This design comes from an exercise in tuning for small area, a short achievable clock period and few clock cycles per item on the open sky130 flow, not from production work.
No functional check of the RTL was part of any run shown here.

==> flow/design.v (outline; a module is shown in full before it is edited, if it fits) <==
// module Calvalid: 914 lines
// module CalvalidR: 911 lines
// module LowN: 9 lines
// module LowR: 3 lines
// module HiBit: 5 lines
// module LowBit: 4 lines
// module And2: 3 lines
// module And3: 3 lines
// module And4: 3 lines
// module Nand2: 3 lines
// module Nand3: 3 lines
// module Nor2: 3 lines
// module Nor3: 3 lines
// module FullAdd: 4 lines
// module HitTest: 36 lines
// module RippleSub: 35 lines
module HitTest(
    input clk,
    input rst,
    input start,
    input rsel,
    input [15:0] x,
    input [15:0] y,
    input [15:0] notex,
    input [15:0] notey,
    input signed [15:0] indx,
    input signed [15:0] indy,
    output valJR,
    output valE,
    output valr,
    output valR,
    output reg ready
);
  // ...
==> flow/flow/run.sh <==
#!/bin/bash
set -euo pipefail
B="BUFFER_PORTS_ARGS=-buffer_cell sky130_fd_sc_hd__buf_1"
R=orfs/results/sky130hd/HitTest/base
bash standard.sh "$B" floorplan > standard_floorplan.log 2>&1
cat > upsize.tcl <<EOT
read_liberty $FLOW_HOME/platforms/sky130hd/lib/sky130_fd_sc_hd__tt_025C_1v80.lib
read_db $R/2_floorplan.odb
set n 0
foreach inst [[ord::get_db_block] getInsts] {
  set name [\$inst getName]
  if {[[\$inst getMaster] getName] eq "sky130_fd_sc_hd__dfxtp_1" && [string match {n[ab][xy]*} \$name]} {
    replace_cell \$name sky130_fd_sc_hd__dfxtp_4
    incr n
  }
}
puts "upsized \$n registers"
write_db $R/2_floorplan.odb
EOT
openroad -no_init -exit upsize.tcl > upsize.log 2>&1
bash standard.sh "$B" SETUP_MOVE_SEQUENCE=sizeup,swap finish > standard_finish.log 2>&1
==> flow/standard.sh <==
#!/bin/bash
# synth_recipe.tcl (not shown) runs the flow's synth.tcl, then flattens the netlist and writes it again
# the make line also repeats each setting of config.mk as NAME=value (left out here)
make -C /OpenROAD-flow-scripts/flow DESIGN_CONFIG=/design/flow/config.mk WORK_HOME=/design/flow/orfs CLKGATE_MAP_FILE= SYNTH_SCRIPT=/design/flow/synth_recipe.tcl "${@:-finish}"
==> flow/config.mk <==
export PLATFORM = sky130hd
export DESIGN_NAME = HitTest
export DESIGN_NICKNAME = HitTest
export VERILOG_FILES = /design/flow/design.v
export SDC_FILE = /design/flow/constraint.sdc
export NUM_CORES = 4
export LEC_CHECK = 0
export CAP_MARGIN = 20
export CORE_MARGIN = 2
export CORE_UTILIZATION = 60
export SETUP_SLACK_MARGIN = 3.3
export SLEW_MARGIN = 20
export SYNTH_HIERARCHICAL = 1
export SYNTH_MINIMUM_KEEP_SIZE = 0
==> flow/constraint.sdc <==
create_clock -name core_clock -period 10.0 [get_ports {clk}]
set_input_delay 2.0000 -clock core_clock [delete_from_list [all_inputs] [get_ports {clk}]]
set_output_delay 2.0000 -clock core_clock [all_outputs]
set_load 0.01 [all_outputs]
==> flow_metrics.tcl, run 1 <==
set metrics [dict create \
    synth_fp_nets 2475 \
    outcome "no timing/DRC/antenna violations" \
    clockRootBuffer "clkbuf_16" \
    critPathKind "reg2out" \
    grt_busiest_layer "met2" \
    synthArstFlopShare_pct 0 \
    dpl.hpwl_um 37300 \
    wirelength_um 46600 \
    numSequentialCells 70 \
    synth_compound_gate_area_share_pct 2.43 \
    grt_use_total_pct 31.6 \
    instances_no_fill 2145 \
    drt-met1-wl_um 17800 \
    synth_common_cells "536 x fa_1, 507 x nor2_1, 122 x clkbuf_1" \
    worst_hold_path_type "in2reg" \
    synth_area_um2 18400 \
    clock_area_share_pct 1.75 \
    first_iter_violations 697 \
    path_buf_inv 1 \
    tightest_slew_ns 0.455 \
    report.final.slew_viol_count 0 \
    synth-xor-area-share_pct 5.20 \
    ios 105 \
    synth_cell_types 49 \
    antenna_found_initial 2 \
    largestClassByArea "multi-input combinational cells" \
    yosysWarnings 7 \
    use_met3_pct 5.00 \
    synth.area.top_cells "fa_1 58%, nor2_1 10%, dfxtp_1 7.6%" \
    synth_mux_area_share_pct 0 \
    top_layer_used "met5" \
    nonClkBufAreaFrac_pct 2.02 \
    clk_pin_slew_worst_paths_ns 0.06 \
    hold_viol 0 \
    dp_slack_ns 3.28 \
    arrival_ns 4.90 \
    synthAdderAreaFrac_pct 63.6 \
    core_area_um2 30400 \
    num_vias 12492 \
    detailedRoute.firstPassIterationCount 5 \
    multi_input_area_share_pct 84.1 \
]
==> module Calvalid, before the edit <==
module Calvalid(
    input [16:0] na, nb,
    input rsel,
    output inJR, inE, inR
);
wire [16:0] a = ~na;
wire [16:0] b = ~nb;
wire t1 = a[1] & ~a[0];
wire t2 = a[2] & ~a[1];
wire t3 = a[3] & ~a[2];
wire t4 = a[4] & ~a[3];
wire t5 = a[5] & ~a[4];
wire t6 = a[6] & ~a[5];
wire t7 = a[7] & ~a[6];
wire t8 = a[8] & ~a[7];
wire t9 = a[9] & ~a[8];
wire t10 = a[10] & ~a[9];
wire t11 = a[11] & ~a[10];
wire t12 = a[12] & ~a[11];
wire t13 = a[13] & ~a[12];
wire t14 = a[14] & ~a[13];
wire t15 = a[15] & ~a[14];
wire t16 = a[0] & a[1];
wire t17 = a[0] & a[2];
wire t18 = a[0] & a[3];
wire t19 = a[0] & a[4];
wire t20 = a[0] & a[5];
wire t21 = a[0] & a[6];
wire t22 = a[0] & a[7];
wire t23 = a[0] & a[8];
wire t24 = a[0] & a[9];
wire t25 = a[0] & a[10];
wire t26 = a[0] & a[11];
wire t27 = a[0] & a[12];
wire t28 = a[0] & a[13];
wire t29 = a[0] & a[14];
wire t30 = a[0] & a[15];
wire t31 = a[1] & a[2];
wire t32 = a[1] & a[3];
wire t33 = a[1] & a[4];
wire t34 = a[1] & a[5];
wire t35 = a[1] & a[6];
wire t36 = a[1] & a[7];
wire t37 = a[1] & a[8];
wire t38 = a[1] & a[9];
wire t39 = a[1] & a[10];
wire t40 = a[1] & a[11];
wire t41 = a[1] & a[12];
wire t42 = a[1] & a[13];
wire t43 = a[1] & a[14];
wire t44 = a[1] & a[15];
wire t45 = a[2] & a[3];
wire t46 = a[2] & a[4];
wire t47 = a[2] & a[5];
wire t48 = a[2] & a[6];
wire t49 = a[2] & a[7];
wire t50 = a[2] & a[8];
wire t51 = a[2] & a[9];
wire t52 = a[2] & a[10];
wire t53 = a[2] & a[11];
wire t54 = a[2] & a[12];
wire t55 = a[2] & a[13];
wire t56 = a[2] & a[14];
wire t57 = a[2] & a[15];
wire t58 = a[3] & a[4];
wire t59 = a[3] & a[5];
wire t60 = a[3] & a[6];
wire t61 = a[3] & a[7];
wire t62 = a[3] & a[8];
wire t63 = a[3] & a[9];
wire t64 = a[3] & a[10];
wire t65 = a[3] & a[11];
wire t66 = a[3] & a[12];
wire t67 = a[3] & a[13];
wire t68 = a[3] & a[14];
wire t69 = a[3] & a[15];
wire t70 = a[4] & a[5];
wire t71 = a[4] & a[6];
wire t72 = a[4] & a[7];
wire t73 = a[4] & a[8];
wire t74 = a[4] & a[9];
wire t75 = a[4] & a[10];
wire t76 = a[4] & a[11];
wire t77 = a[4] & a[12];
wire t78 = a[4] & a[13];
wire t79 = a[4] & a[14];
wire t80 = a[4] & a[15];
wire t81 = a[5] & a[6];
wire t82 = a[5] & a[7];
wire t83 = a[5] & a[8];
wire t84 = a[5] & a[9];
wire t85 = a[5] & a[10];
wire t86 = a[5] & a[11];
wire t87 = a[5] & a[12];
wire t88 = a[5] & a[13];
wire t89 = a[5] & a[14];
wire t90 = a[5] & a[15];
wire t91 = a[6] & a[7];
wire t92 = a[6] & a[8];
wire t93 = a[6] & a[9];
wire t94 = a[6] & a[10];
wire t95 = a[6] & a[11];
wire t96 = a[6] & a[12];
wire t97 = a[6] & a[13];
wire t98 = a[6] & a[14];
wire t99 = a[6] & a[15];
wire t100 = a[7] & a[8];
wire t101 = a[7] & a[9];
wire t102 = a[7] & a[10];
wire t103 = a[7] & a[11];
wire t104 = a[7] & a[12];
wire t105 = a[7] & a[13];
wire t106 = a[7] & a[14];
wire t107 = a[7] & a[15];
wire t108 = a[8] & a[9];
wire t109 = a[8] & a[10];
wire t110 = a[8] & a[11];
wire t111 = a[8] & a[12];
wire t112 = a[8] & a[13];
wire t113 = a[8] & a[14];
wire t114 = a[8] & a[15];
wire t115 = a[9] & a[10];
wire t116 = a[9] & a[11];
wire t117 = a[9] & a[12];
wire t118 = a[9] & a[13];
wire t119 = a[9] & a[14];
wire t120 = a[9] & a[15];
wire t121 = a[10] & a[11];
wire t122 = a[10] & a[12];
wire t123 = a[10] & a[13];
wire t124 = a[10] & a[14];
wire t125 = a[10] & a[15];
wire t126 = a[11] & a[12];
wire t127 = a[11] & a[13];
wire t128 = a[11] & a[14];
wire t129 = a[11] & a[15];
wire t130 = a[12] & a[13];
wire t131 = a[12] & a[14];
wire t132 = a[12] & a[15];
wire t133 = a[13] & a[14];
wire t134 = a[13] & a[15];
wire t135 = a[14] & a[15];
wire t136 = ~(a[16] & a[0]);
wire t137 = ~(a[16] & a[1]);
wire t138 = ~(a[16] & a[2]);
wire t139 = ~(a[16] & a[3]);
wire t140 = ~(a[16] & a[4]);
wire t141 = ~(a[16] & a[5]);
wire t142 = ~(a[16] & a[6]);
wire t143 = ~(a[16] & a[7]);
wire t144 = ~(a[16] & a[8]);
wire t145 = ~(a[16] & a[9]);
wire t146 = ~(a[16] & a[10]);
wire t147 = ~(a[16] & a[11]);
wire t148 = ~(a[16] & a[12]);
wire t149 = ~(a[16] & a[13]);
wire t150 = ~(a[16] & a[14]);
wire t151 = b[1] & ~b[0];
wire t152 = b[2] & ~b[1];
wire t153 = b[3] & ~b[2];
wire t154 = b[4] & ~b[3];
wire t155 = b[5] & ~b[4];
wire t156 = b[6] & ~b[5];
wire t157 = b[7] & ~b[6];
wire t158 = b[8] & ~b[7];
wire t159 = b[9] & ~b[8];
wire t160 = b[10] & ~b[9];
wire t161 = b[11] & ~b[10];
wire t162 = b[12] & ~b[11];
wire t163 = b[13] & ~b[12];
wire t164 = b[14] & ~b[13];
wire t165 = b[15] & ~b[14];
wire t166 = b[0] & b[1];
wire t167 = b[0] & b[2];
wire t168 = b[0] & b[3];
wire t169 = b[0] & b[4];
wire t170 = b[0] & b[5];
wire t171 = b[0] & b[6];
wire t172 = b[0] & b[7];
wire t173 = b[0] & b[8];
wire t174 = b[0] & b[9];
wire t175 = b[0] & b[10];
wire t176 = b[0] & b[11];
wire t177 = b[0] & b[12];
wire t178 = b[0] & b[13];
wire t179 = b[0] & b[14];
wire t180 = b[0] & b[15];
wire t181 = b[1] & b[2];
wire t182 = b[1] & b[3];
wire t183 = b[1] & b[4];
wire t184 = b[1] & b[5];
wire t185 = b[1] & b[6];
wire t186 = b[1] & b[7];
wire t187 = b[1] & b[8];
wire t188 = b[1] & b[9];
wire t189 = b[1] & b[10];
wire t190 = b[1] & b[11];
wire t191 = b[1] & b[12];
wire t192 = b[1] & b[13];
wire t193 = b[1] & b[14];
wire t194 = b[1] & b[15];
wire t195 = b[2] & b[3];
wire t196 = b[2] & b[4];
wire t197 = b[2] & b[5];
wire t198 = b[2] & b[6];
wire t199 = b[2] & b[7];
wire t200 = b[2] & b[8];
wire t201 = b[2] & b[9];
wire t202 = b[2] & b[10];
wire t203 = b[2] & b[11];
wire t204 = b[2] & b[12];
wire t205 = b[2] & b[13];
wire t206 = b[2] & b[14];
wire t207 = b[2] & b[15];
wire t208 = b[3] & b[4];
wire t209 = b[3] & b[5];
wire t210 = b[3] & b[6];
wire t211 = b[3] & b[7];
wire t212 = b[3] & b[8];
wire t213 = b[3] & b[9];
wire t214 = b[3] & b[10];
wire t215 = b[3] & b[11];
wire t216 = b[3] & b[12];
wire t217 = b[3] & b[13];
wire t218 = b[3] & b[14];
wire t219 = b[3] & b[15];
wire t220 = b[4] & b[5];
wire t221 = b[4] & b[6];
wire t222 = b[4] & b[7];
wire t223 = b[4] & b[8];
wire t224 = b[4] & b[9];
wire t225 = b[4] & b[10];
wire t226 = b[4] & b[11];
wire t227 = b[4] & b[12];
wire t228 = b[4] & b[13];
wire t229 = b[4] & b[14];
wire t230 = b[4] & b[15];
wire t231 = b[5] & b[6];
wire t232 = b[5] & b[7];
wire t233 = b[5] & b[8];
wire t234 = b[5] & b[9];
wire t235 = b[5] & b[10];
wire t236 = b[5] & b[11];
wire t237 = b[5] & b[12];
wire t238 = b[5] & b[13];
wire t239 = b[5] & b[14];
wire t240 = b[5] & b[15];
wire t241 = b[6] & b[7];
wire t242 = b[6] & b[8];
wire t243 = b[6] & b[9];
wire t244 = b[6] & b[10];
wire t245 = b[6] & b[11];
wire t246 = b[6] & b[12];
wire t247 = b[6] & b[13];
wire t248 = b[6] & b[14];
wire t249 = b[6] & b[15];
wire t250 = b[7] & b[8];
wire t251 = b[7] & b[9];
wire t252 = b[7] & b[10];
wire t253 = b[7] & b[11];
wire t254 = b[7] & b[12];
wire t255 = b[7] & b[13];
wire t256 = b[7] & b[14];
wire t257 = b[7] & b[15];
wire t258 = b[8] & b[9];
wire t259 = b[8] & b[10];
wire t260 = b[8] & b[11];
wire t261 = b[8] & b[12];
wire t262 = b[8] & b[13];
wire t263 = b[8] & b[14];
wire t264 = b[8] & b[15];
wire t265 = b[9] & b[10];
wire t266 = b[9] & b[11];
wire t267 = b[9] & b[12];
wire t268 = b[9] & b[13];
wire t269 = b[9] & b[14];
wire t270 = b[9] & b[15];
wire t271 = b[10] & b[11];
wire t272 = b[10] & b[12];
wire t273 = b[10] & b[13];
wire t274 = b[10] & b[14];
wire t275 = b[10] & b[15];
wire t276 = b[11] & b[12];
wire t277 = b[11] & b[13];
wire t278 = b[11] & b[14];
wire t279 = b[11] & b[15];
wire t280 = b[12] & b[13];
wire t281 = b[12] & b[14];
wire t282 = b[12] & b[15];
wire t283 = b[13] & b[14];
wire t284 = b[13] & b[15];
wire t285 = b[14] & b[15];
wire t286 = ~(b[16] & b[0]);
wire t287 = ~(b[16] & b[1]);
wire t288 = ~(b[16] & b[2]);
wire t289 = ~(b[16] & b[3]);
wire t290 = ~(b[16] & b[4]);
wire t291 = ~(b[16] & b[5]);
wire t292 = ~(b[16] & b[6]);
wire t293 = ~(b[16] & b[7]);
wire t294 = ~(b[16] & b[8]);
wire t295 = ~(b[16] & b[9]);
wire t296 = ~(b[16] & b[10]);
wire t297 = ~(b[16] & b[11]);
wire t298 = ~(b[16] & b[12]);
wire t299 = ~(b[16] & b[13]);
wire t300 = ~(b[16] & b[14]);
wire s301, c301;
FullAdd fa301(.a(t16), .b(t17), .c(t166), .s(s301), .co(c301));
wire s302, c302;
FullAdd fa302(.a(t2), .b(t18), .c(t152), .s(s302), .co(c302));
wire s303, c303;
FullAdd fa303(.a(t19), .b(t31), .c(t32), .s(s303), .co(c303));
wire s304, c304;
FullAdd fa304(.a(t169), .b(t181), .c(t182), .s(s304), .co(c304));
wire s305, c305;
FullAdd fa305(.a(t3), .b(t20), .c(t33), .s(s305), .co(c305));
wire s306, c306;
FullAdd fa306(.a(t153), .b(t170), .c(t183), .s(s306), .co(c306));
wire s307, c307;
FullAdd fa307(.a(t21), .b(t34), .c(t45), .s(s307), .co(c307));
wire s308, c308;
FullAdd fa308(.a(t46), .b(t171), .c(t184), .s(s308), .co(c308));
wire s309 = t195 ^ t196;
wire c309 = t195 & t196;
wire s310, c310;
FullAdd fa310(.a(t4), .b(t22), .c(t35), .s(s310), .co(c310));
wire s311, c311;
FullAdd fa311(.a(t47), .b(t154), .c(t172), .s(s311), .co(c311));
wire s312 = t185 ^ t197;
wire c312 = t185 & t197;
wire s313, c313;
FullAdd fa313(.a(t23), .b(t36), .c(t48), .s(s313), .co(c313));
wire s314, c314;
FullAdd fa314(.a(t58), .b(t59), .c(t173), .s(s314), .co(c314));
wire s315, c315;
FullAdd fa315(.a(t186), .b(t198), .c(t208), .s(s315), .co(c315));
wire s316, c316;
FullAdd fa316(.a(t5), .b(t24), .c(t37), .s(s316), .co(c316));
wire s317, c317;
FullAdd fa317(.a(t49), .b(t60), .c(t155), .s(s317), .co(c317));
wire s318, c318;
FullAdd fa318(.a(t174), .b(t187), .c(t199), .s(s318), .co(c318));
wire s319, c319;
FullAdd fa319(.a(t25), .b(t38), .c(t50), .s(s319), .co(c319));
wire s320, c320;
FullAdd fa320(.a(t61), .b(t70), .c(t71), .s(s320), .co(c320));
wire s321, c321;
FullAdd fa321(.a(t175), .b(t188), .c(t200), .s(s321), .co(c321));
wire s322, c322;
FullAdd fa322(.a(t211), .b(t220), .c(t221), .s(s322), .co(c322));
wire s323, c323;
FullAdd fa323(.a(t6), .b(t26), .c(t39), .s(s323), .co(c323));
wire s324, c324;
FullAdd fa324(.a(t51), .b(t62), .c(t72), .s(s324), .co(c324));
wire s325, c325;
FullAdd fa325(.a(t156), .b(t176), .c(t189), .s(s325), .co(c325));
wire s326, c326;
FullAdd fa326(.a(t201), .b(t212), .c(t222), .s(s326), .co(c326));
wire s327, c327;
FullAdd fa327(.a(t27), .b(t40), .c(t52), .s(s327), .co(c327));
wire s328, c328;
FullAdd fa328(.a(t63), .b(t73), .c(t81), .s(s328), .co(c328));
wire s329 = t82 ^ t177;
wire c329 = t82 & t177;
wire s330, c330;
FullAdd fa330(.a(t7), .b(t28), .c(t41), .s(s330), .co(c330));
wire s331, c331;
FullAdd fa331(.a(t53), .b(t64), .c(t74), .s(s331), .co(c331));
wire s332, c332;
FullAdd fa332(.a(t29), .b(t42), .c(t54), .s(s332), .co(c332));
wire s333, c333;
FullAdd fa333(.a(t65), .b(t75), .c(t84), .s(s333), .co(c333));
wire s334 = t91 ^ t92;
wire c334 = t91 & t92;
wire s335, c335;
FullAdd fa335(.a(t8), .b(t30), .c(t43), .s(s335), .co(c335));
wire s336, c336;
FullAdd fa336(.a(t55), .b(t66), .c(t76), .s(s336), .co(c336));
wire s337, c337;
FullAdd fa337(.a(t85), .b(t93), .c(t158), .s(s337), .co(c337));
wire s338, c338;
FullAdd fa338(.a(t44), .b(t56), .c(t67), .s(s338), .co(c338));
wire s339, c339;
FullAdd fa339(.a(t77), .b(t86), .c(t94), .s(s339), .co(c339));
wire s340, c340;
FullAdd fa340(.a(t100), .b(t101), .c(t136), .s(s340), .co(c340));
wire s341, c341;
FullAdd fa341(.a(t194), .b(t206), .c(t217), .s(s341), .co(c341));
wire s342, c342;
FullAdd fa342(.a(t9), .b(t57), .c(t68), .s(s342), .co(c342));
wire s343, c343;
FullAdd fa343(.a(t78), .b(t87), .c(t95), .s(s343), .co(c343));
wire s344, c344;
FullAdd fa344(.a(t102), .b(t137), .c(t159), .s(s344), .co(c344));
wire s345 = t207 ^ t218;
wire c345 = t207 & t218;
wire s346, c346;
FullAdd fa346(.a(t69), .b(t79), .c(t88), .s(s346), .co(c346));
wire s347, c347;
FullAdd fa347(.a(t96), .b(t103), .c(t108), .s(s347), .co(c347));
wire s348, c348;
FullAdd fa348(.a(t109), .b(t138), .c(t219), .s(s348), .co(c348));
wire s349 = t229 ^ t238;
wire c349 = t229 & t238;
wire s350, c350;
FullAdd fa350(.a(t10), .b(t80), .c(t89), .s(s350), .co(c350));
wire s351, c351;
FullAdd fa351(.a(t97), .b(t104), .c(t110), .s(s351), .co(c351));
wire s352 = t139 ^ t160;
wire c352 = t139 & t160;
wire s353, c353;
FullAdd fa353(.a(t90), .b(t98), .c(t105), .s(s353), .co(c353));
wire s354, c354;
FullAdd fa354(.a(t111), .b(t115), .c(t116), .s(s354), .co(c354));
wire s355 = t11 ^ t99;
wire c355 = t11 & t99;
wire s356 = t168 ^ c301;
wire c356 = t168 & c301;
wire s357, c357;
FullAdd fa357(.a(c302), .b(s303), .c(s304), .s(s357), .co(c357));
wire s358, c358;
FullAdd fa358(.a(c303), .b(c304), .c(s305), .s(s358), .co(c358));
wire s359, c359;
FullAdd fa359(.a(s309), .b(c305), .c(c306), .s(s359), .co(c359));
wire s360 = s307 ^ s308;
wire c360 = s307 & s308;
wire s361, c361;
FullAdd fa361(.a(c309), .b(s312), .c(c307), .s(s361), .co(c361));
wire s362, c362;
FullAdd fa362(.a(c308), .b(s310), .c(s311), .s(s362), .co(c362));
wire s363, c363;
FullAdd fa363(.a(t209), .b(c312), .c(c310), .s(s363), .co(c363));
wire s364, c364;
FullAdd fa364(.a(c311), .b(s313), .c(s314), .s(s364), .co(c364));
wire s365, c365;
FullAdd fa365(.a(t210), .b(c313), .c(c314), .s(s365), .co(c365));
wire s366, c366;
FullAdd fa366(.a(c315), .b(s316), .c(s317), .s(s366), .co(c366));
wire s367, c367;
FullAdd fa367(.a(c316), .b(c317), .c(c318), .s(s367), .co(c367));
wire s368, c368;
FullAdd fa368(.a(s319), .b(s320), .c(s321), .s(s368), .co(c368));
wire s369, c369;
FullAdd fa369(.a(c319), .b(c320), .c(c321), .s(s369), .co(c369));
wire s370, c370;
FullAdd fa370(.a(c322), .b(s323), .c(s324), .s(s370), .co(c370));
wire s371 = s325 ^ s326;
wire c371 = s325 & s326;
wire s372, c372;
FullAdd fa372(.a(t190), .b(t202), .c(t213), .s(s372), .co(c372));
wire s373, c373;
FullAdd fa373(.a(t223), .b(t231), .c(t232), .s(s373), .co(c373));
wire s374, c374;
FullAdd fa374(.a(s329), .b(c323), .c(c324), .s(s374), .co(c374));
wire s375 = c325 ^ c326;
wire c375 = c325 & c326;
wire s376, c376;
FullAdd fa376(.a(t83), .b(t157), .c(t178), .s(s376), .co(c376));
wire s377, c377;
FullAdd fa377(.a(t191), .b(t203), .c(t214), .s(s377), .co(c377));
wire s378, c378;
FullAdd fa378(.a(t224), .b(t233), .c(c329), .s(s378), .co(c378));
wire s379, c379;
FullAdd fa379(.a(c327), .b(c328), .c(s330), .s(s379), .co(c379));
wire s380, c380;
FullAdd fa380(.a(t179), .b(t192), .c(t204), .s(s380), .co(c380));
wire s381, c381;
FullAdd fa381(.a(t215), .b(t225), .c(t234), .s(s381), .co(c381));
wire s382, c382;
FullAdd fa382(.a(t241), .b(t242), .c(s334), .s(s382), .co(c382));
wire s383, c383;
FullAdd fa383(.a(c330), .b(c331), .c(s332), .s(s383), .co(c383));
wire s384, c384;
FullAdd fa384(.a(t180), .b(t193), .c(t205), .s(s384), .co(c384));
wire s385, c385;
FullAdd fa385(.a(t216), .b(t226), .c(t235), .s(s385), .co(c385));
wire s386, c386;
FullAdd fa386(.a(t243), .b(c334), .c(c332), .s(s386), .co(c386));
wire s387, c387;
FullAdd fa387(.a(c333), .b(s335), .c(s336), .s(s387), .co(c387));
wire s388, c388;
FullAdd fa388(.a(t227), .b(t236), .c(t244), .s(s388), .co(c388));
wire s389, c389;
FullAdd fa389(.a(t250), .b(t251), .c(t286), .s(s389), .co(c389));
wire s390, c390;
FullAdd fa390(.a(c335), .b(c336), .c(c337), .s(s390), .co(c390));
wire s391, c391;
FullAdd fa391(.a(s338), .b(s339), .c(s340), .s(s391), .co(c391));
wire s392, c392;
FullAdd fa392(.a(t228), .b(t237), .c(t245), .s(s392), .co(c392));
wire s393, c393;
FullAdd fa393(.a(t252), .b(t287), .c(s345), .s(s393), .co(c393));
wire s394, c394;
FullAdd fa394(.a(c338), .b(c339), .c(c340), .s(s394), .co(c394));
wire s395, c395;
FullAdd fa395(.a(c341), .b(s342), .c(s343), .s(s395), .co(c395));
wire s396, c396;
FullAdd fa396(.a(t246), .b(t253), .c(t258), .s(s396), .co(c396));
wire s397, c397;
FullAdd fa397(.a(t259), .b(t288), .c(c345), .s(s397), .co(c397));
wire s398, c398;
FullAdd fa398(.a(s349), .b(c342), .c(c343), .s(s398), .co(c398));
wire s399, c399;
FullAdd fa399(.a(c344), .b(s346), .c(s347), .s(s399), .co(c399));
wire s400, c400;
FullAdd fa400(.a(t230), .b(t239), .c(t247), .s(s400), .co(c400));
wire s401, c401;
FullAdd fa401(.a(t254), .b(t260), .c(t289), .s(s401), .co(c401));
wire s402, c402;
FullAdd fa402(.a(c349), .b(s352), .c(c346), .s(s402), .co(c402));
wire s403, c403;
FullAdd fa403(.a(c347), .b(c348), .c(s350), .s(s403), .co(c403));
wire s404, c404;
FullAdd fa404(.a(t140), .b(t240), .c(t248), .s(s404), .co(c404));
wire s405, c405;
FullAdd fa405(.a(t255), .b(t261), .c(t265), .s(s405), .co(c405));
wire s406, c406;
FullAdd fa406(.a(t266), .b(t290), .c(c352), .s(s406), .co(c406));
wire s407, c407;
FullAdd fa407(.a(c350), .b(c351), .c(s353), .s(s407), .co(c407));
wire s408, c408;
FullAdd fa408(.a(t106), .b(t112), .c(t117), .s(s408), .co(c408));
wire s409, c409;
FullAdd fa409(.a(t141), .b(t161), .c(t249), .s(s409), .co(c409));
wire s410, c410;
FullAdd fa410(.a(t256), .b(t262), .c(t267), .s(s410), .co(c410));
wire s411, c411;
FullAdd fa411(.a(t291), .b(s355), .c(c353), .s(s411), .co(c411));
wire s412, c412;
FullAdd fa412(.a(t107), .b(t113), .c(t118), .s(s412), .co(c412));
wire s413, c413;
FullAdd fa413(.a(t121), .b(t122), .c(t142), .s(s413), .co(c413));
wire s414, c414;
FullAdd fa414(.a(t257), .b(t263), .c(t268), .s(s414), .co(c414));
wire s415, c415;
FullAdd fa415(.a(t271), .b(t272), .c(t292), .s(s415), .co(c415));
wire s416, c416;
FullAdd fa416(.a(t12), .b(t114), .c(t119), .s(s416), .co(c416));
wire s417, c417;
FullAdd fa417(.a(t123), .b(t143), .c(t162), .s(s417), .co(c417));
wire s418 = t264 ^ t269;
wire c418 = t264 & t269;
wire s419, c419;
FullAdd fa419(.a(t120), .b(t124), .c(t126), .s(s419), .co(c419));
wire s420, c420;
FullAdd fa420(.a(t127), .b(t144), .c(t270), .s(s420), .co(c420));
wire s421 = t13 ^ t125;
wire c421 = t13 & t125;
wire s422 = s306 ^ c357;
wire c422 = s306 & c357;
wire s423, c423;
FullAdd fa423(.a(s360), .b(s359), .c(c358), .s(s423), .co(c423));
wire s424, c424;
FullAdd fa424(.a(c360), .b(c359), .c(s361), .s(s424), .co(c424));
wire s425, c425;
FullAdd fa425(.a(s315), .b(c361), .c(s363), .s(s425), .co(c425));
wire s426 = c362 ^ s364;
wire c426 = c362 & s364;
wire s427, c427;
FullAdd fa427(.a(s318), .b(c363), .c(s365), .s(s427), .co(c427));
wire s428 = c364 ^ s366;
wire c428 = c364 & s366;
wire s429, c429;
FullAdd fa429(.a(s322), .b(c365), .c(s367), .s(s429), .co(c429));
wire s430 = c366 ^ s368;
wire c430 = c366 & s368;
wire s431, c431;
FullAdd fa431(.a(s371), .b(c367), .c(s369), .s(s431), .co(c431));
wire s432 = c368 ^ s370;
wire c432 = c368 & s370;
wire s433, c433;
FullAdd fa433(.a(s372), .b(s373), .c(s327), .s(s433), .co(c433));
wire s434, c434;
FullAdd fa434(.a(s328), .b(c371), .c(s375), .s(s434), .co(c434));
wire s435 = c369 ^ s374;
wire c435 = c369 & s374;
wire s436, c436;
FullAdd fa436(.a(c372), .b(c373), .c(s376), .s(s436), .co(c436));
wire s437, c437;
FullAdd fa437(.a(s377), .b(s331), .c(c375), .s(s437), .co(c437));
wire s438, c438;
FullAdd fa438(.a(s378), .b(c374), .c(s379), .s(s438), .co(c438));
wire s439, c439;
FullAdd fa439(.a(c376), .b(c377), .c(s380), .s(s439), .co(c439));
wire s440, c440;
FullAdd fa440(.a(s381), .b(s333), .c(c378), .s(s440), .co(c440));
wire s441, c441;
FullAdd fa441(.a(s382), .b(c379), .c(s383), .s(s441), .co(c441));
wire s442, c442;
FullAdd fa442(.a(c380), .b(c381), .c(s384), .s(s442), .co(c442));
wire s443, c443;
FullAdd fa443(.a(s385), .b(s337), .c(c382), .s(s443), .co(c443));
wire s444, c444;
FullAdd fa444(.a(s386), .b(c383), .c(s387), .s(s444), .co(c444));
wire s445, c445;
FullAdd fa445(.a(c384), .b(c385), .c(s388), .s(s445), .co(c445));
wire s446, c446;
FullAdd fa446(.a(s389), .b(s341), .c(c386), .s(s446), .co(c446));
wire s447, c447;
FullAdd fa447(.a(s390), .b(c387), .c(s391), .s(s447), .co(c447));
wire s448, c448;
FullAdd fa448(.a(c388), .b(c389), .c(s392), .s(s448), .co(c448));
wire s449, c449;
FullAdd fa449(.a(s344), .b(s393), .c(c390), .s(s449), .co(c449));
wire s450, c450;
FullAdd fa450(.a(s394), .b(c391), .c(s395), .s(s450), .co(c450));
wire s451, c451;
FullAdd fa451(.a(c392), .b(s396), .c(s348), .s(s451), .co(c451));
wire s452, c452;
FullAdd fa452(.a(c393), .b(s397), .c(c394), .s(s452), .co(c452));
wire s453, c453;
FullAdd fa453(.a(s398), .b(c395), .c(s399), .s(s453), .co(c453));
wire s454, c454;
FullAdd fa454(.a(c396), .b(s400), .c(s401), .s(s454), .co(c454));
wire s455, c455;
FullAdd fa455(.a(s351), .b(c397), .c(c398), .s(s455), .co(c455));
wire s456, c456;
FullAdd fa456(.a(s402), .b(c399), .c(s403), .s(s456), .co(c456));
wire s457, c457;
FullAdd fa457(.a(c400), .b(c401), .c(s404), .s(s457), .co(c457));
wire s458, c458;
FullAdd fa458(.a(s405), .b(s354), .c(s406), .s(s458), .co(c458));
wire s459, c459;
FullAdd fa459(.a(c402), .b(c403), .c(s407), .s(s459), .co(c459));
wire s460, c460;
FullAdd fa460(.a(c354), .b(c404), .c(c405), .s(s460), .co(c460));
wire s461, c461;
FullAdd fa461(.a(s408), .b(s409), .c(s410), .s(s461), .co(c461));
wire s462, c462;
FullAdd fa462(.a(c406), .b(s411), .c(c407), .s(s462), .co(c462));
wire s463, c463;
FullAdd fa463(.a(c355), .b(c408), .c(c409), .s(s463), .co(c463));
wire s464, c464;
FullAdd fa464(.a(c410), .b(s412), .c(s413), .s(s464), .co(c464));
wire s465, c465;
FullAdd fa465(.a(s414), .b(s415), .c(c411), .s(s465), .co(c465));
wire s466, c466;
FullAdd fa466(.a(t273), .b(t293), .c(s418), .s(s466), .co(c466));
wire s467, c467;
FullAdd fa467(.a(c412), .b(c413), .c(c414), .s(s467), .co(c467));
wire s468, c468;
FullAdd fa468(.a(c415), .b(s416), .c(s417), .s(s468), .co(c468));
wire s469, c469;
FullAdd fa469(.a(t274), .b(t276), .c(t277), .s(s469), .co(c469));
wire s470, c470;
FullAdd fa470(.a(t294), .b(c418), .c(c416), .s(s470), .co(c470));
wire s471, c471;
FullAdd fa471(.a(c417), .b(s419), .c(s420), .s(s471), .co(c471));
wire s472, c472;
FullAdd fa472(.a(t128), .b(t145), .c(t163), .s(s472), .co(c472));
wire s473, c473;
FullAdd fa473(.a(t275), .b(t278), .c(t295), .s(s473), .co(c473));
wire s474, c474;
FullAdd fa474(.a(s421), .b(c419), .c(c420), .s(s474), .co(c474));
wire s475, c475;
FullAdd fa475(.a(t129), .b(t130), .c(t131), .s(s475), .co(c475));
wire s476, c476;
FullAdd fa476(.a(t146), .b(t279), .c(t280), .s(s476), .co(c476));
wire s477, c477;
FullAdd fa477(.a(t281), .b(t296), .c(c421), .s(s477), .co(c477));
wire s478, c478;
FullAdd fa478(.a(t14), .b(t132), .c(t147), .s(s478), .co(c478));
wire s479 = t164 ^ t282;
wire c479 = t164 & t282;
wire s480, c480;
FullAdd fa480(.a(t133), .b(t134), .c(t148), .s(s480), .co(c480));
wire s481 = s362 ^ c423;
wire c481 = s362 & c423;
wire s482, c482;
FullAdd fa482(.a(s426), .b(c424), .c(s425), .s(s482), .co(c482));
wire s483, c483;
FullAdd fa483(.a(c426), .b(s428), .c(c425), .s(s483), .co(c483));
wire s484, c484;
FullAdd fa484(.a(c428), .b(s430), .c(c427), .s(s484), .co(c484));
wire s485, c485;
FullAdd fa485(.a(c430), .b(s432), .c(c429), .s(s485), .co(c485));
wire s486, c486;
FullAdd fa486(.a(c370), .b(s433), .c(s434), .s(s486), .co(c486));
wire s487 = s435 ^ c432;
wire c487 = s435 & c432;
wire s488, c488;
FullAdd fa488(.a(c433), .b(s436), .c(s437), .s(s488), .co(c488));
wire s489, c489;
FullAdd fa489(.a(c434), .b(c435), .c(s438), .s(s489), .co(c489));
wire s490, c490;
FullAdd fa490(.a(c436), .b(s439), .c(c437), .s(s490), .co(c490));
wire s491, c491;
FullAdd fa491(.a(s440), .b(c438), .c(s441), .s(s491), .co(c491));
wire s492, c492;
FullAdd fa492(.a(c439), .b(s442), .c(c440), .s(s492), .co(c492));
wire s493, c493;
FullAdd fa493(.a(s443), .b(c441), .c(s444), .s(s493), .co(c493));
wire s494, c494;
FullAdd fa494(.a(c442), .b(s445), .c(c443), .s(s494), .co(c494));
wire s495, c495;
FullAdd fa495(.a(s446), .b(c444), .c(s447), .s(s495), .co(c495));
wire s496, c496;
FullAdd fa496(.a(c445), .b(s448), .c(c446), .s(s496), .co(c496));
wire s497, c497;
FullAdd fa497(.a(s449), .b(c447), .c(s450), .s(s497), .co(c497));
wire s498, c498;
FullAdd fa498(.a(c448), .b(s451), .c(c449), .s(s498), .co(c498));
wire s499, c499;
FullAdd fa499(.a(s452), .b(c450), .c(s453), .s(s499), .co(c499));
wire s500, c500;
FullAdd fa500(.a(c451), .b(s454), .c(c452), .s(s500), .co(c500));
wire s501, c501;
FullAdd fa501(.a(s455), .b(c453), .c(s456), .s(s501), .co(c501));
wire s502, c502;
FullAdd fa502(.a(c454), .b(s457), .c(s458), .s(s502), .co(c502));
wire s503, c503;
FullAdd fa503(.a(c455), .b(c456), .c(s459), .s(s503), .co(c503));
wire s504, c504;
FullAdd fa504(.a(s460), .b(c457), .c(s461), .s(s504), .co(c504));
wire s505, c505;
FullAdd fa505(.a(c458), .b(s462), .c(c459), .s(s505), .co(c505));
wire s506, c506;
FullAdd fa506(.a(c460), .b(s463), .c(c461), .s(s506), .co(c506));
wire s507, c507;
FullAdd fa507(.a(s464), .b(c462), .c(s465), .s(s507), .co(c507));
wire s508, c508;
FullAdd fa508(.a(s466), .b(c463), .c(s467), .s(s508), .co(c508));
wire s509, c509;
FullAdd fa509(.a(c464), .b(s468), .c(c465), .s(s509), .co(c509));
wire s510, c510;
FullAdd fa510(.a(s469), .b(c466), .c(c467), .s(s510), .co(c510));
wire s511, c511;
FullAdd fa511(.a(s470), .b(c468), .c(s471), .s(s511), .co(c511));
wire s512, c512;
FullAdd fa512(.a(c469), .b(s472), .c(s473), .s(s512), .co(c512));
wire s513, c513;
FullAdd fa513(.a(c470), .b(s474), .c(c471), .s(s513), .co(c513));
wire s514, c514;
FullAdd fa514(.a(c472), .b(c473), .c(s475), .s(s514), .co(c514));
wire s515, c515;
FullAdd fa515(.a(s476), .b(s477), .c(c474), .s(s515), .co(c515));
wire s516, c516;
FullAdd fa516(.a(t297), .b(s479), .c(c475), .s(s516), .co(c516));
wire s517, c517;
FullAdd fa517(.a(c476), .b(s478), .c(c477), .s(s517), .co(c517));
wire s518, c518;
FullAdd fa518(.a(t283), .b(t284), .c(t298), .s(s518), .co(c518));
wire s519, c519;
FullAdd fa519(.a(c479), .b(c478), .c(s480), .s(s519), .co(c519));
wire s520, c520;
FullAdd fa520(.a(t15), .b(t149), .c(t165), .s(s520), .co(c520));
wire s521 = t299 ^ c480;
wire c521 = t299 & c480;
wire s522 = t135 ^ t150 ^ t285;
wire s523 = s427 ^ s483;
wire c523 = s427 & s483;
wire s524, c524;
FullAdd fa524(.a(s429), .b(c483), .c(s484), .s(s524), .co(c524));
wire s525, c525;
FullAdd fa525(.a(s431), .b(c484), .c(s485), .s(s525), .co(c525));
wire s526, c526;
FullAdd fa526(.a(c431), .b(s487), .c(s486), .s(s526), .co(c526));
wire s527, c527;
FullAdd fa527(.a(c487), .b(s488), .c(c486), .s(s527), .co(c527));
wire s528, c528;
FullAdd fa528(.a(c488), .b(s490), .c(c489), .s(s528), .co(c528));
wire s529, c529;
FullAdd fa529(.a(c490), .b(s492), .c(c491), .s(s529), .co(c529));
wire s530, c530;
FullAdd fa530(.a(c492), .b(s494), .c(c493), .s(s530), .co(c530));
wire s531, c531;
FullAdd fa531(.a(c494), .b(s496), .c(c495), .s(s531), .co(c531));
wire s532, c532;
FullAdd fa532(.a(c496), .b(s498), .c(c497), .s(s532), .co(c532));
wire s533, c533;
FullAdd fa533(.a(c498), .b(s500), .c(c499), .s(s533), .co(c533));
wire s534, c534;
FullAdd fa534(.a(s502), .b(c500), .c(c501), .s(s534), .co(c534));
wire s535, c535;
FullAdd fa535(.a(s504), .b(c502), .c(c503), .s(s535), .co(c535));
wire s536, c536;
FullAdd fa536(.a(s506), .b(c504), .c(s507), .s(s536), .co(c536));
wire s537, c537;
FullAdd fa537(.a(c506), .b(s508), .c(s509), .s(s537), .co(c537));
wire s538, c538;
FullAdd fa538(.a(c508), .b(s510), .c(s511), .s(s538), .co(c538));
wire s539, c539;
FullAdd fa539(.a(s512), .b(c510), .c(s513), .s(s539), .co(c539));
wire s540, c540;
FullAdd fa540(.a(c512), .b(s514), .c(c513), .s(s540), .co(c540));
wire s541, c541;
FullAdd fa541(.a(s516), .b(c514), .c(s517), .s(s541), .co(c541));
wire s542, c542;
FullAdd fa542(.a(s518), .b(c516), .c(s519), .s(s542), .co(c542));
wire s543, c543;
FullAdd fa543(.a(c518), .b(s520), .c(s521), .s(s543), .co(c543));
wire s544 = t300 ^ c520 ^ s522;
wire s545 = c485 ^ s526;
wire c545 = c485 & s526;
wire s546, c546;
FullAdd fa546(.a(s489), .b(c526), .c(s527), .s(s546), .co(c546));
wire s547, c547;
FullAdd fa547(.a(s491), .b(c527), .c(s528), .s(s547), .co(c547));
wire s548, c548;
FullAdd fa548(.a(s493), .b(c528), .c(s529), .s(s548), .co(c548));
wire s549, c549;
FullAdd fa549(.a(s495), .b(c529), .c(s530), .s(s549), .co(c549));
wire s550, c550;
FullAdd fa550(.a(s497), .b(c530), .c(s531), .s(s550), .co(c550));
wire s551, c551;
FullAdd fa551(.a(s499), .b(c531), .c(s532), .s(s551), .co(c551));
wire s552, c552;
FullAdd fa552(.a(s501), .b(c532), .c(s533), .s(s552), .co(c552));
wire s553, c553;
FullAdd fa553(.a(s503), .b(c533), .c(s534), .s(s553), .co(c553));
wire s554, c554;
FullAdd fa554(.a(s505), .b(c534), .c(s535), .s(s554), .co(c554));
wire s555, c555;
FullAdd fa555(.a(c505), .b(c535), .c(s536), .s(s555), .co(c555));
wire s556, c556;
FullAdd fa556(.a(c507), .b(s537), .c(c536), .s(s556), .co(c556));
wire s557, c557;
FullAdd fa557(.a(c509), .b(s538), .c(c537), .s(s557), .co(c557));
wire s558, c558;
FullAdd fa558(.a(c511), .b(s539), .c(c538), .s(s558), .co(c558));
wire s559, c559;
FullAdd fa559(.a(s515), .b(s540), .c(c539), .s(s559), .co(c559));
wire s560, c560;
FullAdd fa560(.a(c515), .b(s541), .c(c540), .s(s560), .co(c560));
wire s561, c561;
FullAdd fa561(.a(c517), .b(s542), .c(c541), .s(s561), .co(c561));
wire s562, c562;
FullAdd fa562(.a(c519), .b(s543), .c(c542), .s(s562), .co(c562));
wire s563 = c521 ^ s544 ^ c543;
wire s564 = a[0] ^ b[0];
wire c564 = a[0] & b[0];
wire s565 = t1 ^ t151;
wire c565 = t1 & t151;
wire s566, c566;
FullAdd fa566(.a(t167), .b(c565), .c(s301), .s(s566), .co(c566));
wire s567, c567;
FullAdd fa567(.a(s302), .b(s356), .c(c566), .s(s567), .co(c567));
wire s568, c568;
FullAdd fa568(.a(c356), .b(s357), .c(c567), .s(s568), .co(c568));
wire [5:0] ll = {s568, s567, s566, s565, c564, s564};
wire cr = c568;
wire [6:0] lx = {c524, c523, c482, c481, s424, c422, s358};
wire [6:0] ly = {s525, s524, s523, s482, s481, s423, s422};
wire cl;
wire h569;
LowBit #(.ZI(0)) hb569(.x(s545), .y(c525), .c(cl), .ok(h569));
wire okl = h569;
wire h570;
HiBit #(.ZI(0), .ZP(0)) hb570(.x(s546), .y(c545), .xp(s545), .yp(c525), .ok(h570));
wire h571;
HiBit #(.ZI(0), .ZP(0)) hb571(.x(s547), .y(c546), .xp(s546), .yp(c545), .ok(h571));
wire h572;
HiBit #(.ZI(0), .ZP(0)) hb572(.x(s548), .y(c547), .xp(s547), .yp(c546), .ok(h572));
wire h573;
HiBit #(.ZI(0), .ZP(0)) hb573(.x(s549), .y(c548), .xp(s548), .yp(c547), .ok(h573));
wire h574;
HiBit #(.ZI(1), .ZP(0)) hb574(.x(s550), .y(c549), .xp(s549), .yp(c548), .ok(h574));
wire h575;
HiBit #(.ZI(1), .ZP(1)) hb575(.x(s551), .y(c550), .xp(s550), .yp(c549), .ok(h575));
wire h576;
HiBit #(.ZI(1), .ZP(1)) hb576(.x(s552), .y(c551), .xp(s551), .yp(c550), .ok(h576));
wire h577;
HiBit #(.ZI(1), .ZP(1)) hb577(.x(s553), .y(c552), .xp(s552), .yp(c551), .ok(h577));
wire h578;
HiBit #(.ZI(1), .ZP(1)) hb578(.x(s554), .y(c553), .xp(s553), .yp(c552), .ok(h578));
wire h579;
HiBit #(.ZI(1), .ZP(1)) hb579(.x(s555), .y(c554), .xp(s554), .yp(c553), .ok(h579));
wire h580;
HiBit #(.ZI(1), .ZP(1)) hb580(.x(s556), .y(c555), .xp(s555), .yp(c554), .ok(h580));
wire h581;
HiBit #(.ZI(1), .ZP(1)) hb581(.x(s557), .y(c556), .xp(s556), .yp(c555), .ok(h581));
wire h582;
HiBit #(.ZI(1), .ZP(1)) hb582(.x(s558), .y(c557), .xp(s557), .yp(c556), .ok(h582));
wire h583;
HiBit #(.ZI(1), .ZP(1)) hb583(.x(s559), .y(c558), .xp(s558), .yp(c557), .ok(h583));
wire h584;
HiBit #(.ZI(1), .ZP(1)) hb584(.x(s560), .y(c559), .xp(s559), .yp(c558), .ok(h584));
wire h585;
HiBit #(.ZI(1), .ZP(1)) hb585(.x(s561), .y(c560), .xp(s560), .yp(c559), .ok(h585));
wire h586;
HiBit #(.ZI(1), .ZP(1)) hb586(.x(s562), .y(c561), .xp(s561), .yp(c560), .ok(h586));
wire h587;
HiBit #(.ZI(1), .ZP(1)) hb587(.x(s563), .y(c562), .xp(s562), .yp(c561), .ok(h587));
wire lJR, lE, lR;
LowN low(.ll(ll), .cr(cr), .lx(lx), .ly(ly), .rsel(rsel), .c(cl), .inJR(lJR), .inE(lE), .inR(lR));
wire q588;
Nand3 g588(.a(h570), .b(h571), .c(h572), .y(q588));
wire q589;
Nand3 g589(.a(h573), .b(h574), .c(h575), .y(q589));
wire q590;
Nand3 g590(.a(h576), .b(h577), .c(h578), .y(q590));
wire q591;
Nand3 g591(.a(h579), .b(h580), .c(h581), .y(q591));
wire q592;
Nand3 g592(.a(h582), .b(h583), .c(h584), .y(q592));
wire q593;
Nand3 g593(.a(h585), .b(h586), .c(h587), .y(q593));
wire q594;
Nor3 g594(.a(q588), .b(q589), .c(q590), .y(q594));
wire q595;
Nor3 g595(.a(q591), .b(q592), .c(q593), .y(q595));
And4 g596(.a(q594), .b(q595), .c(lJR), .d(okl), .y(inJR));
wire q597;
Nor3 g597(.a(q588), .b(q589), .c(q590), .y(q597));
wire q598;
Nor3 g598(.a(q591), .b(q592), .c(q593), .y(q598));
And4 g599(.a(q597), .b(q598), .c(lE), .d(okl), .y(inE));
wire q600;
Nor3 g600(.a(q588), .b(q589), .c(q590), .y(q600));
wire q601;
Nor3 g601(.a(q591), .b(q592), .c(q593), .y(q601));
And4 g602(.a(q600), .b(q601), .c(lR), .d(okl), .y(inR));
endmodule
==> inputs of run 2 (changes only) <==
--- a/flow/design.v
+++ b/flow/design.v
@@ -895,27 +895,23 @@
 wire q592;
 Nand3 g592(.a(h582), .b(h583), .c(h584), .y(q592));
 wire q593;
 Nand3 g593(.a(h585), .b(h586), .c(h587), .y(q593));
 wire q594;
 Nor3 g594(.a(q588), .b(q589), .c(q590), .y(q594));
 wire q595;
 Nor3 g595(.a(q591), .b(q592), .c(q593), .y(q595));
-And4 g596(.a(q594), .b(q595), .c(lJR), .d(okl), .y(inJR));
+wire q596;
+Nand2 g596(.a(q594), .b(q595), .y(q596));
 wire q597;
-Nor3 g597(.a(q588), .b(q589), .c(q590), .y(q597));
-wire q598;
-Nor3 g598(.a(q591), .b(q592), .c(q593), .y(q598));
-And4 g599(.a(q597), .b(q598), .c(lE), .d(okl), .y(inE));
-wire q600;
-Nor3 g600(.a(q588), .b(q589), .c(q590), .y(q600));
-wire q601;
-Nor3 g601(.a(q591), .b(q592), .c(q593), .y(q601));
-And4 g602(.a(q600), .b(q601), .c(lR), .d(okl), .y(inR));
+assign q597 = ~q596;
+assign inJR = q597 & okl & lJR;
+assign inE = q597 & okl & lE;
+assign inR = q597 & okl & lR;
 endmodule
 module CalvalidR(
     input [16:0] na, nb,
     input rsel,
     output inR
 );
 wire [16:0] a = ~na;
 wire [16:0] b = ~nb;
@@ -1814,19 +1810,21 @@
 wire q596;
 Nand2 g596(.a(h586), .b(h587), .y(q596));
 wire q597;
 Nor3 g597(.a(q588), .b(q589), .c(q590), .y(q597));
 wire q598;
 Nor3 g598(.a(q591), .b(q592), .c(q593), .y(q598));
 wire q599;
 Nor3 g599(.a(q594), .b(q595), .c(q596), .y(q599));
-wire ol600;
-And2 g601(.a(lR), .b(okl), .y(ol600));
-And4 g602(.a(q597), .b(q598), .c(q599), .d(ol600), .y(inR));
+wire q600;
+Nand3 g600(.a(q597), .b(q598), .c(q599), .y(q600));
+wire q601;
+assign q601 = ~q600;
+assign inR = q601 & okl & lR;
 endmodule
 module LowN(input [5:0] ll, input cr, input [6:0] lx, ly, input rsel,
             output c, inJR, inE, inR);
 wire [6:0] lh;
 assign {c, lh} = lx + ly + cr;
 wire [12:0] l = {lh, ll};
 assign inJR = l <= 13'd5625;
 assign inE = l <= 13'd1024;
--- a/flow/flow/run.sh
+++ b/flow/flow/run.sh
@@ -13,9 +13,9 @@
     replace_cell \$name sky130_fd_sc_hd__dfxtp_4
     incr n
   }
 }
 puts "upsized \$n registers"
 write_db $R/2_floorplan.odb
 EOT
 openroad -no_init -exit upsize.tcl > upsize.log 2>&1
-bash standard.sh "$B" SETUP_MOVE_SEQUENCE=sizeup,swap finish > standard_finish.log 2>&1
+bash standard.sh "$B" finish > standard_finish.log 2>&1
==> flow/config.mk (replaced) <==
export PLATFORM = sky130hd
export DESIGN_NAME = HitTest
export DESIGN_NICKNAME = HitTest
export VERILOG_FILES = /design/flow/design.v
export SDC_FILE = /design/flow/constraint.sdc
export NUM_CORES = 4
export LEC_CHECK = 0
export CAP_MARGIN = 20
export CORE_MARGIN = 2
export CORE_UTILIZATION = 60
export SETUP_SLACK_MARGIN = 2.5
export SLEW_MARGIN = 20
export SYNTH_HIERARCHICAL = 1
export SYNTH_MINIMUM_KEEP_SIZE = 0
==> flow_metrics.tcl, run 2 <==
set metrics [dict create \
    synth_area_per_cell_um2 10.4 \
    cts_htree_levels 3 \
    synth_simple_gate_area_share_pct 17.0 \
    clock-sinks 70 \
    hold_depth 1 \
    tightest_slew_ns 0.429 \
    yosysMostFrequentCell "fa_1" \
    synth_top_area_share_pct 58.4 \
    dp_slack_ns 3.25 \
    postSynthCellCount 1759 \
    critPathMaxFanout 18 \
    yosysWarnings 7 \
    multiInputGateArea_um2 16200 \
    hold_path_startpoint "rsel" \
    ant_nets 0 \
    nets 2457 \
    grt_pass1_vias 13987 \
    mostFrequentLayoutCells "536 x fa_1, 508 x nor2_1, 104 x buf_1, 79 x ha_1, 68 x dfxtp_4" \
    synthAdderAreaFrac_pct 63.8 \
    layout-drive-gt1-share_pct 8.59 \
    grt_use_total_pct 30.8 \
    cp_cell_sequence "nor2_1 > fa_1 > fa_1 > fa_1 > fa_1 > fa_1 > fa_1 > xor2_1 > xnor2_1 > nand3_1 > nor3_2 > nand2_1 > nor2b_1 > and2_1 > buf_1" \
    cp_common_cell "fa_1" \
    synth_compound_gate_area_share_pct 2.44 \
    antenna_found_initial 1 \
    synth_mux_area_share_pct 0 \
    area_growth_pct 5.24 \
    cts_tree "built" \
    hold_viol 0 \
    wirelength_um 44300 \
    detailedRoute.firstPassIterationCount 5 \
    fmax_mhz 140 \
    fin_crit_sh_pct 71.2 \
    fin_setup_tns_ns 0 \
    ctsHoldBuffers 0 \
    outcome "no timing/DRC/antenna violations" \
    critPathLaunch "nax[5]" \
    synth_ff_type "dfxtp_1" \
    clockRootBuffer "clkbuf_16" \
    overflow 0 \
    synth-seq-cells 70 \
    dpl.hpwl_um 35300 \
    core_area_um2 30300 \
    synth_area_um2 18400 \
    rsz0062_at_grt "false" \
    synth_top_family_by_area "adder cells" \
    die_x_um 179 \
    die_y_um 179 \
    clk_pin_slew_worst_paths_ns 0.06 \
    synth_cell_types 48 \
    drv_cap 0 \
    final_common_cell "fa_1" \
    worstPathRequired_ns 8.00 \
    diodes 0 \
    via_per_inst 5.81 \
    num_vias 12441 \
    cts-buffers-inserted 9 \
    synth_common_cells "536 x fa_1, 508 x nor2_1, 121 x clkbuf_1" \
    grt_pass1_wl_um 73700 \
    max-clock-path-buffers 2 \
    timing.final.ws_setup_ns 2.88 \
    ctsResizeCount 0 \
    drc 0 \
    critical-path-max-stage-delay_ns 0.53 \
    regArea_um2 1660 \
    period_needed_ns 7.12 \
    arrival_ns 5.12 \
    grt_max_degree 19 \
    slew_headroom_pct 71.2 \
    hold_slack_ns 1.76 \
    gp_congestion 0.893 \
    post_cts_buffers 0 \
    worst_setup_path_start_kind "flip-flop" \
    setup_viol 0 \
    fill_cells 2462 \
    synth_edf_count 0 \
    num_rows 64 \
    report.final.slew_viol_count 0 \
    synth.area.top_cells "fa_1 58%, nor2_1 10%, dfxtp_1 7.6%" \
    critPathKind "reg2out" \
    cpMaxStageDelayCell "fa_1" \
    wl_per_cell_um 20.7 \
    synth_fp_nets 2474 \
    first_iter_violations 725 \
    ys_seq_area_share_pct 7.63 \
    synthArstFlopShare_pct 0 \
    start_util_pct 60.5 \
    synth-xor-area-share_pct 5.21 \
    worst_hold_path_type "in2reg" \
    yosysTopAreaCell "fa_1" \
    dieArea_um2 32000 \
    port_buffers 104 \
    ios 105 \
    endpoint_kind "output pin" \
]
==> run 2: layout make-up <==
| class | count | share of cell area (%) |
|---|---|---|
| tap | 396 | 2.56 |
| clock buffer | 11 | 1.26 |
| timing repair buffer | 104 | 2.02 |
| sequential | 70 | 8.57 |
| multi-input combinational | 1502 | 84.0 |
| inverter | 55 | 1.07 |
| clock inverter | 5 | 0.550 |
==> run 2: per-stage QoR <==
step / cell area (um2) / instances / utilization (%)
2_1_floorplan: 18400 / 1759 / -
3_3_place_gp: 19000 / 2127 / 62.6
3_5_place_dp: 19000 / 2127 / 62.6
4_1_cts: 19300 / 2143 / 63.7
5_1_grt: 19300 / 2143 / 63.7
6_report: 19300 / 2143 / 63.7
==> run 2: Yosys stat by module (local to each module, per instance), excerpt <==
module | cell area [um2] | flops+latches
Calvalid | 1960 | 0
CalvalidR | 1860 | 0
LowN | 499 | 0
HitTest | 1540 | 70
Nand2 | 3.75 | 0
Nor3 | 10.0 | 0
FullAdd | 20.0 | 0
Nand3 | 5.00 | 0
LowR | 141 | 0
RippleSub | 148 | 0
==> run 2: kinds of logic after synthesis <==
kind of cell               after synthesis
buffers and inverters                  187
adders and majority gates              615
AOI/OAI and AO/OA                       69
DFF                                     70
xor gates and xnor gates               103
and+or+nand+nor                        715
==> run 2: final timing paths <==
kind                   end  slack (ns)
worst max-delay path  valr        2.88
worst min-delay path    rs        1.76
==> run 2: critical path, delay by kind of cell (launching register included) <==
family	cells	cell delay [ns]
adders and majority gates	6	2.83
DFF	1	0.49
xor gates and xnor gates	2	0.32
buffers and inverters	1	0.15
and+or+nand+nor	6	0.97
==> run 2: metal layers <==
| layer | up-vias | share of wire [%] | track usage [%] |
|---|---|---|---|
| met5 | - | 0 | 0 |
| met4 | 0 | 4.4 | 12.0 |
| met3 | 110 | 7.5 | 6.72 |
| met2 | 482 | 49 | 50.2 |
| met1 | 6537 | 39 | 40.8 |
| li1 | 5312 | - | - |

-- what the ideal ports hide --
In the flow no input, the clock included, has a driving cell. The finished layouts below were timed again as built, in two steps. Step 1, drivers: a clkbuf_16 drives clk and a buf_2 each remaining input, both assumed. Step 2 times the ports against the registers' clock, not the clock port: input delays grow and output delays shrink by t, the midpoint of the rising clock arrivals with the driver on. Three values: no drivers, after step 1, after step 2; two values: the first two.
run | t (ns) | slack for setup (ns) | worst hold slack (ns) | worst data-port slew with drivers (ns) | pins driven straight from the clock port
run 1 | 0.395 | 3.102 / 3.055 / 3.450 | 1.755 / 1.734 / 2.129 | 0.10 | 1
run 2 | 0.385 | 2.878 / 2.832 / 3.217 | 1.760 / 1.739 / 2.124 | 0.07 | 1
After both steps setup and hold are still met in every run listed.
